Background: an optimization exercise with open tools, aiming at small area. Do not read the settings as production practice.
No functional check of the RTL was part of this run.
Power is estimated from default activity; no workload was simulated.

<file path="run.sh">
#!/bin/bash
# synth_recipe.tcl (not shown) runs the flow's synth.tcl, then flattens the netlist and writes it again
# the make line also repeats each setting of config.mk as NAME=value (left out here)
make -C /OpenROAD-flow-scripts/flow DESIGN_CONFIG=/design/flow/config.mk WORK_HOME=/design/flow/orfs CLKGATE_MAP_FILE= SYNTH_SCRIPT=/design/flow/synth_recipe.tcl finish
</file>
<file path="config.mk">
export PLATFORM = sky130hd
export DESIGN_NAME = mac
export DESIGN_NICKNAME = mac
export VERILOG_FILES = /design/flow/design.v
export SDC_FILE = /design/flow/constraint.sdc
export NUM_CORES = 4
export LEC_CHECK = 0
export CAP_MARGIN = 20
export CORE_MARGIN = 2
export CORE_UTILIZATION = 40
export SLEW_MARGIN = 20
</file>
<file path="constraint.sdc">
create_clock -name core_clock -period 9.5 [get_ports {clk}]
set_input_delay 1.9000 -clock core_clock [delete_from_list [all_inputs] [get_ports {clk}]]
set_output_delay 1.9000 -clock core_clock [all_outputs]
set_load 0.01 [all_outputs]
</file>
<file path="design.v">
module mac (instruction, multiplier, multiplicand, stall, clk, reset_n, result, protect);
	input signed [15:0] multiplier;
	input signed [15:0] multiplicand; 
	input  clk;
	input  reset_n;
	input  stall;
	input  [2:0] instruction;
	output signed [31:0] result;
	output signed [7:0] protect;
	reg signed [31:0] result;
	reg signed [7:0] protect;
	reg signed [15:0] mt_er16;
	reg signed [15:0] mt_cand16;
	reg signed [39:0] mt_temp40;
	reg signed [7:0] mt_er8_pre;  
	reg signed [7:0] mt_cand8_pre;  
	reg signed [7:0] mt_er8_last;  
	reg signed [7:0] mt_cand8_last;  
	reg signed [19:0] mt_temp20_pre;  
	reg signed [19:0] mt_temp20_last;  
	reg [2:0] prev_inst;
	parameter signed [39:0] max40 = 40'h007FFFFFFF;
	parameter signed [39:0] min40 = 40'hFF80000000;
	parameter signed [19:0] max20 = 20'h07FFF;
	parameter signed [19:0] min20 = 20'hF8000;
	always @(posedge clk) begin	
		if(~reset_n) begin
			mt_temp40 <= 0;
			mt_temp20_pre <= 0;
			mt_temp20_last <= 0;
			result <= 0;
			protect <= 0;
		end
		else if(!stall) begin
				case(prev_inst)
					0: begin
						if(instruction == 0 || instruction == 1 || instruction == 2 || instruction == 3) begin
							mt_temp40 <= mt_er16 * mt_cand16;
							result <= mt_temp40[31:0];
							protect <= mt_temp40[39:32];
						end  
						else if(instruction == 4 || instruction == 5 || instruction == 6 || instruction == 7) begin
							mt_temp20_pre <=  mt_er8_pre * mt_cand8_pre;
							result[15:0] <= mt_temp20_pre[15:0];
							protect[3:0] <= mt_temp20_pre[19:16];
							mt_temp20_last <=  mt_er8_last * mt_cand8_last;		
							result[31:16] <= mt_temp20_last[15:0];
							protect[7:4] <= mt_temp20_last[19:16];
						end  
						else begin
							mt_temp20_pre <=  mt_er8_pre * mt_cand8_pre;
							result[15:0] <= mt_temp20_pre[15:0];
							protect[3:0] <= mt_temp20_pre[19:16];
							mt_temp20_last <=  mt_er8_last * mt_cand8_last;		
							result[31:16] <= mt_temp20_last[15:0];
							protect[7:4] <= mt_temp20_last[19:16];
						end  
					end  
					4: begin
					end  
					1: begin
						mt_temp40 <= mt_er16 * mt_cand16;
						result <= mt_temp40[31:0];
						protect <= mt_temp40[39:32];
					end  
					2: begin
						mt_temp40 <=  mt_temp40 + mt_er16 * mt_cand16;
						result <= mt_temp40[31:0];
						protect <= mt_temp40[39:32];
					end  
					3: begin
						if(mt_temp40 > max40) begin
							mt_temp40 <= {mt_temp40[39:32],32'h7FFFFFFF};						
							end
						else if(mt_temp40 < min40) begin
							mt_temp40 <= {mt_temp40[39:32],32'h80000000};								
							end
						result <= mt_temp40[31:0];		
						protect <= mt_temp40[39:32];
					end  
					5: begin
						mt_temp20_pre <=  mt_er8_pre * mt_cand8_pre;
						result[15:0] <= mt_temp20_pre[15:0];
						protect[3:0] <= mt_temp20_pre[19:16];
						mt_temp20_last <=  mt_er8_last * mt_cand8_last;		
						result[31:16] <= mt_temp20_last[15:0];
						protect[7:4] <= mt_temp20_last[19:16];		
					end  
					6: begin		
						mt_temp20_pre <= mt_temp20_pre + mt_er8_pre * mt_cand8_pre;
						result[15:0] <= mt_temp20_pre[15:0];
						protect[3:0] <= mt_temp20_pre[19:16];
						mt_temp20_last <=  mt_temp20_last + mt_er8_last * mt_cand8_last;		
						result[31:16] <= mt_temp20_last[15:0];
						protect[7:4] <= mt_temp20_last[19:16];						
					end  
					7: begin
						if(mt_temp20_pre > max20) 
							mt_temp20_pre <= {mt_temp20_pre[19:16],16'h7FFF};
						else if(mt_temp20_pre < min20) 
							mt_temp20_pre <= {mt_temp20_pre[19:16],16'h8000};
						if(mt_temp20_last > max20) 
							mt_temp20_last <= {mt_temp20_last[19:16], 16'h7FFF};
						else if(mt_temp20_last < min20) 
							mt_temp20_last <= {mt_temp20_last[19:16], 16'h8000};
						result[15:0] <= mt_temp20_pre[15:0];
						protect[3:0] <= mt_temp20_pre[19:16];
						result[31:16] <= mt_temp20_last[15:0];
						protect[7:4] <= mt_temp20_last[19:16];	
					end  
				endcase
		end  
	end  
	always @(posedge clk) begin
		if(~reset_n) begin
			mt_er16 <= 0;
			mt_cand16 <= 0;
			mt_er8_pre <= 0;
			mt_cand8_pre <= 0;
			mt_er8_last <= 0;
			mt_cand8_last <= 0;
		end  
		else if(!stall) begin	
			case(instruction)
				0: begin
					mt_er16 <= 0;
					mt_cand16 <= 0;
					mt_er8_pre <= 0;
					mt_cand8_pre <= 0;
					mt_er8_last <= 0;
					mt_cand8_last <= 0;
					prev_inst <= instruction;
				end  
				4: begin
					mt_er16 <= 0;
					mt_cand16 <= 0;
					mt_er8_pre <= 0;
					mt_cand8_pre <= 0;
					mt_er8_last <= 0;
					mt_cand8_last <= 0;
					prev_inst <= instruction;
				end  
				1: begin
					mt_er16 <= multiplier;
					mt_cand16 <= multiplicand;
					prev_inst <= instruction;
				end  
				2: begin
					mt_er16 <= multiplier;
					mt_cand16 <= multiplicand;
					prev_inst <= instruction;
				end  
				3: begin
					prev_inst <= instruction;
				end  
				5: begin
					mt_er8_pre <= multiplier[7:0];
					mt_cand8_pre <= multiplicand[7:0];
					mt_er8_last <= multiplier[15:8];
					mt_cand8_last <= multiplicand[15:8];		
					prev_inst <= instruction;					
				end  
				6: begin
					mt_er8_pre <= multiplier[7:0];
					mt_cand8_pre <= multiplicand[7:0];
					mt_er8_last <= multiplier[15:8];
					mt_cand8_last <= multiplicand[15:8];
					prev_inst <= instruction;
				end  
				7: begin
					prev_inst <= instruction;
				end  
			endcase
		end  
	end  
endmodule
</file>
==> results.txt <==
==> through the flow <==
stage	instance area, um2	utilization
CTS	28000	0.437
global route	28000	0.437
floorplan	25900	-
finish	28000	0.437
detailed placement	27500	0.427
global placement	27500	0.427
==> Yosys cell counts (12+ instances only) <==
master and number:
nor2_1 104, a31oi_1 25, o211ai_1 21, a21oi_1 139, mux2i_1 40, o21bai_1 16, a22oi_1 52, nand2_1 284
nand3_1 20, a221oi_1 16, o21ai_1 15, nor3_1 24, o21ai_0 122, dfxtp_1 184, xnor2_1 94, fa_1 375
a21o_1 42, nand2b_1 39, o211a_1 43, o21a_1 22, and2_1 207, nor2b_1 63, xor2_1 41, ha_1 218
clkbuf_1 118, nand4_1 12, inv_1 451, a22o_1 20, a21boi_0 14, and3_1 14
==> flip-flops by register name, indices dropped and copies added, names as in the netlist, 16 cells and up <==
register,cells
mt_temp40,40
result,32
mt_temp20_last,20
mt_temp20_pre,20
mt_cand16,16
mt_er16,16
==> critical path, delay by kind of cell (launching register included) <==
kind / cells / cell delay (ns)
adders and majority gates: 8 / 3.62
AOI/OAI and AO/OA: 13 / 3.04
DFF: 1 / 0.88
and+or+nand+nor: 3 / 0.50
xor gates and xnor gates: 2 / 0.32
buffers and inverters: 4 / 0.23
==> routing by layer <==
| metal | GRT usage | share of wire |
|---|---|---|
| met3 | 0.0377 | 0.049 |
| met2 | 0.390 | 0.50 |
| met5 | 0 | 0.00072 |
| met4 | 0.0745 | 0.030 |
| met1 | 0.285 | 0.42 |
==> cell usage in the layout, fill, tap and decap left out, types with 25 or more instances in the layout <==
cell / count
a21o_1: 42
a21oi_1: 137
a22oi_1: 52
a31oi_1: 25
and2_1: 207
clkdlybuf4s50_1: 76
dfxtp_1: 184
fa_1: 375
ha_1: 218
inv_1: 451
mux2i_1: 40
nand2_1: 283
nand2b_1: 39
nor2_1: 103
nor2b_1: 63
o211a_1: 43
o21ai_0: 122
xnor2_1: 94
xor2_1: 41
==> worst min-delay path by stage <==
stage,depth (start not counted),to,slack (ns),start
floorplan,2,mt_temp20_last[12],0.45,mt_temp20_last[12]
global placement,2,mt_temp20_last[14],0.47,mt_temp20_last[14]
CTS,2,mt_temp20_last[12],0.49,mt_temp20_last[12]
detailed placement,2,mt_temp20_last[12],0.48,mt_temp20_last[12]
global route,1,result[27],0.52,result[27]
finish,2,mt_temp20_last[14],0.48,mt_temp20_last[14]
==> logic make-up (layout without fill, tap and decap cells) <==
| kind of cell | Yosys count | in the layout |
|---|---|---|
| other | 0 | 2 |
| adders and majority gates | 593 | 593 |
| and+or+nand+nor | 793 | 793 |
| xor gates and xnor gates | 136 | 136 |
| AOI/OAI and AO/OA | 613 | 613 |
| muxes | 40 | 40 |
| buffers and inverters | 575 | 582 |
| DFF | 187 | 187 |
==> final cells by class <==
class,count,area [um2],share of cell area
clock buffer,19,453,0.0161
timing repair buffer,100,941,0.0335
inverter,451,1690,0.0604
clock inverter,12,133,0.00473
multi-input combinational,2175,20000,0.712
antenna,2,5.00,0.000178
sequential,187,3770,0.135
tap,855,1070,0.0381
==> power by group <==
part	total [mW]	internal (mW)	leakage (nW)	switching (mW)
combinational	0.546	0.221	12.0	0.325
clock	0.753	0.382	0.288	0.372
sequential	0.912	0.833	1.53	0.0793
==> results.sh <==
export IMPL_die_w_um=258
export IMPL_gp_congestion=0.905
export IMPL_io_buffers=77
export IMPL_initial_core_util=0.403
export IMPL_wirelength_um=73300
export IMPL_crit_slowest_cell="dfxtp_1"
export IMPL_synth_nets=3568
export IMPL_crit_fanout=17
export IMPL_ant_nets=0
export IMPL_fp_coreArea_mm2=0.0642
export IMPL_endpoint="mt_temp40[28]"
export IMPL_cts_tree="built"
export IMPL_clock_sinks=187
export IMPL_post_cts_buffers=0
export IMPL_synth_edf_count=3
export IMPL_dpl_cell_count=3768
export IMPL_wl_per_cell_um=19.3
export IMPL_syn_avg_cell_area_um2=8.81
export IMPL_async_flop_share=0
export IMPL_rows=93
export IMPL_yosys_area_share_simple=0.153
export IMPL_cts_made_buffers=17
export IMPL_cp_startpoint="mt_er16[9]"
export IMPL_insertion_delay_ns=0.51
export IMPL_htreeDepth=4
export IMPL_required_ns=9.89
export IMPL_finalNonFillerCells=3801
export IMPL_p_leak_nw=13.8
export IMPL_hold_violations=0
export IMPL_worstPathArrival_ns=9.09
export IMPL_dp_slack_ns=0.861
export IMPL_setup_tns_ns=0
export IMPL_cts_hold_buffers=0
export IMPL_cts_root_buf="clkbuf_16"
export IMPL_syn_inst=2937
export IMPL_grt_first_pass_wirelength_um=117000
export IMPL_final_net_count=3563
export IMPL_clk_path_buf_depth=2
export IMPL_clkTransAtPathRegs_ns=0.08
export IMPL_ys_ff_latch=187
export IMPL_synthTopCellsByArea="fa_1 29%, dfxtp_1 14%, ha_1 11%"
export IMPL_slew_viol_final=0
export IMPL_ys_seq_area_frac=0.146
export IMPL_finalClockSkew_ns=0.0265
export IMPL_ir_drop_mv=0.0835
export IMPL_drt_pass1_iter_count=5
export IMPL_finalPower_mw=2.21
export IMPL_status="complete, no violations"
export IMPL_fmax_mhz=115
export IMPL_die_h_um=258
export IMPL_synth_compound_area_frac=0.160
export IMPL_crit_path_end_kind="register"
export IMPL_max_stage_delay_ns=0.88
export IMPL_synth_fa_ha_area_frac=0.395
export IMPL_worstSetupPathType="reg2reg"
export IMPL_rsz0062_at_grt="no"
export IMPL_vias=20690
export IMPL_timing_rr_start="mt_er16[9]"
export IMPL_cts_resized=0
export IMPL_synth_top_family_by_area="adder cells"
export IMPL_whs_ns=0.484
export IMPL_areaGrowthSynthToFinish_pct=8.35
export IMPL_grt_use_total=0.225
export IMPL_yosysWarnings=1
export IMPL_overflow=0
export IMPL_antenna_found_initial=4
export IMPL_yosys_most_used_dff="dfxtp_1"
export IMPL_drt_iter0_drc=1232
export IMPL_fp_dieArea_mm2=0.0668
export IMPL_fillers=6256
export IMPL_crit_top_cell="fa_1"
export IMPL_synth_top_area_frac=0.290
export IMPL_hold_class="reg2reg"
export IMPL_ioPinCount=78
export IMPL_powerDensity_mw_per_mm2=78.9
export IMPL_drive_gt1_frac=0.0251
export IMPL_synthMuxAreaShare=0.0155
export IMPL_yosysTopAreaCell="fa_1"
export IMPL_grt_max_degree=97
export IMPL_ys_types=74
export IMPL_r2r_end="mt_temp40[28]"
export IMPL_setup_violations=0
export IMPL_start_kind="register"
export IMPL_period_share=0.915
export IMPL_vias_per_cell=5.44
export IMPL_synth_xor_area_frac=0.0463
export IMPL_hpwl_um=58200
export IMPL_grt_pass1_vias=21500
export IMPL_reg2reg_slack_ns=0.81
export IMPL_rr_worst_depth=30
export IMPL_finalCriticalPeriod_ns=8.69
export IMPL_fin_ws_ns=0.805
export IMPL_maxCapViolations=0
export IMPL_synth_cell_area_mm2=0.0259
export IMPL_worstMarginPinSlew_ns=1.11
export IMPL_drc=0
export IMPL_slew_headroom=0.262

-- port drivers added, routing unchanged --
The results above use ideal ports. As a check the final layout listed here was re-extracted and re-timed, cells and wires unchanged.
Step 1 assumes that a clkbuf_16 drives the clock port and a buf_2 every other input.
Step 2, shift: input delay + t, output delay - t, t = (earliest + latest rising clock arrival at the registers) / 2. This alone moves slack from input paths to output paths.
a / b / c = ideal / step 1 / step 2; a / b = the first two.
shift t [ns]: 0.557
setup slack, ns: 0.805 / 0.805 / 0.805
worst setup path at the end: register to register
clock arrival spread, ns: 0.026 / 0.027
worst data-port slew with drivers (ns): 0.16
After both steps this run still meets setup and hold. For this run, drivers alone change the setup slack by 0.000 ns; drivers and shift together by 0.000 ns.
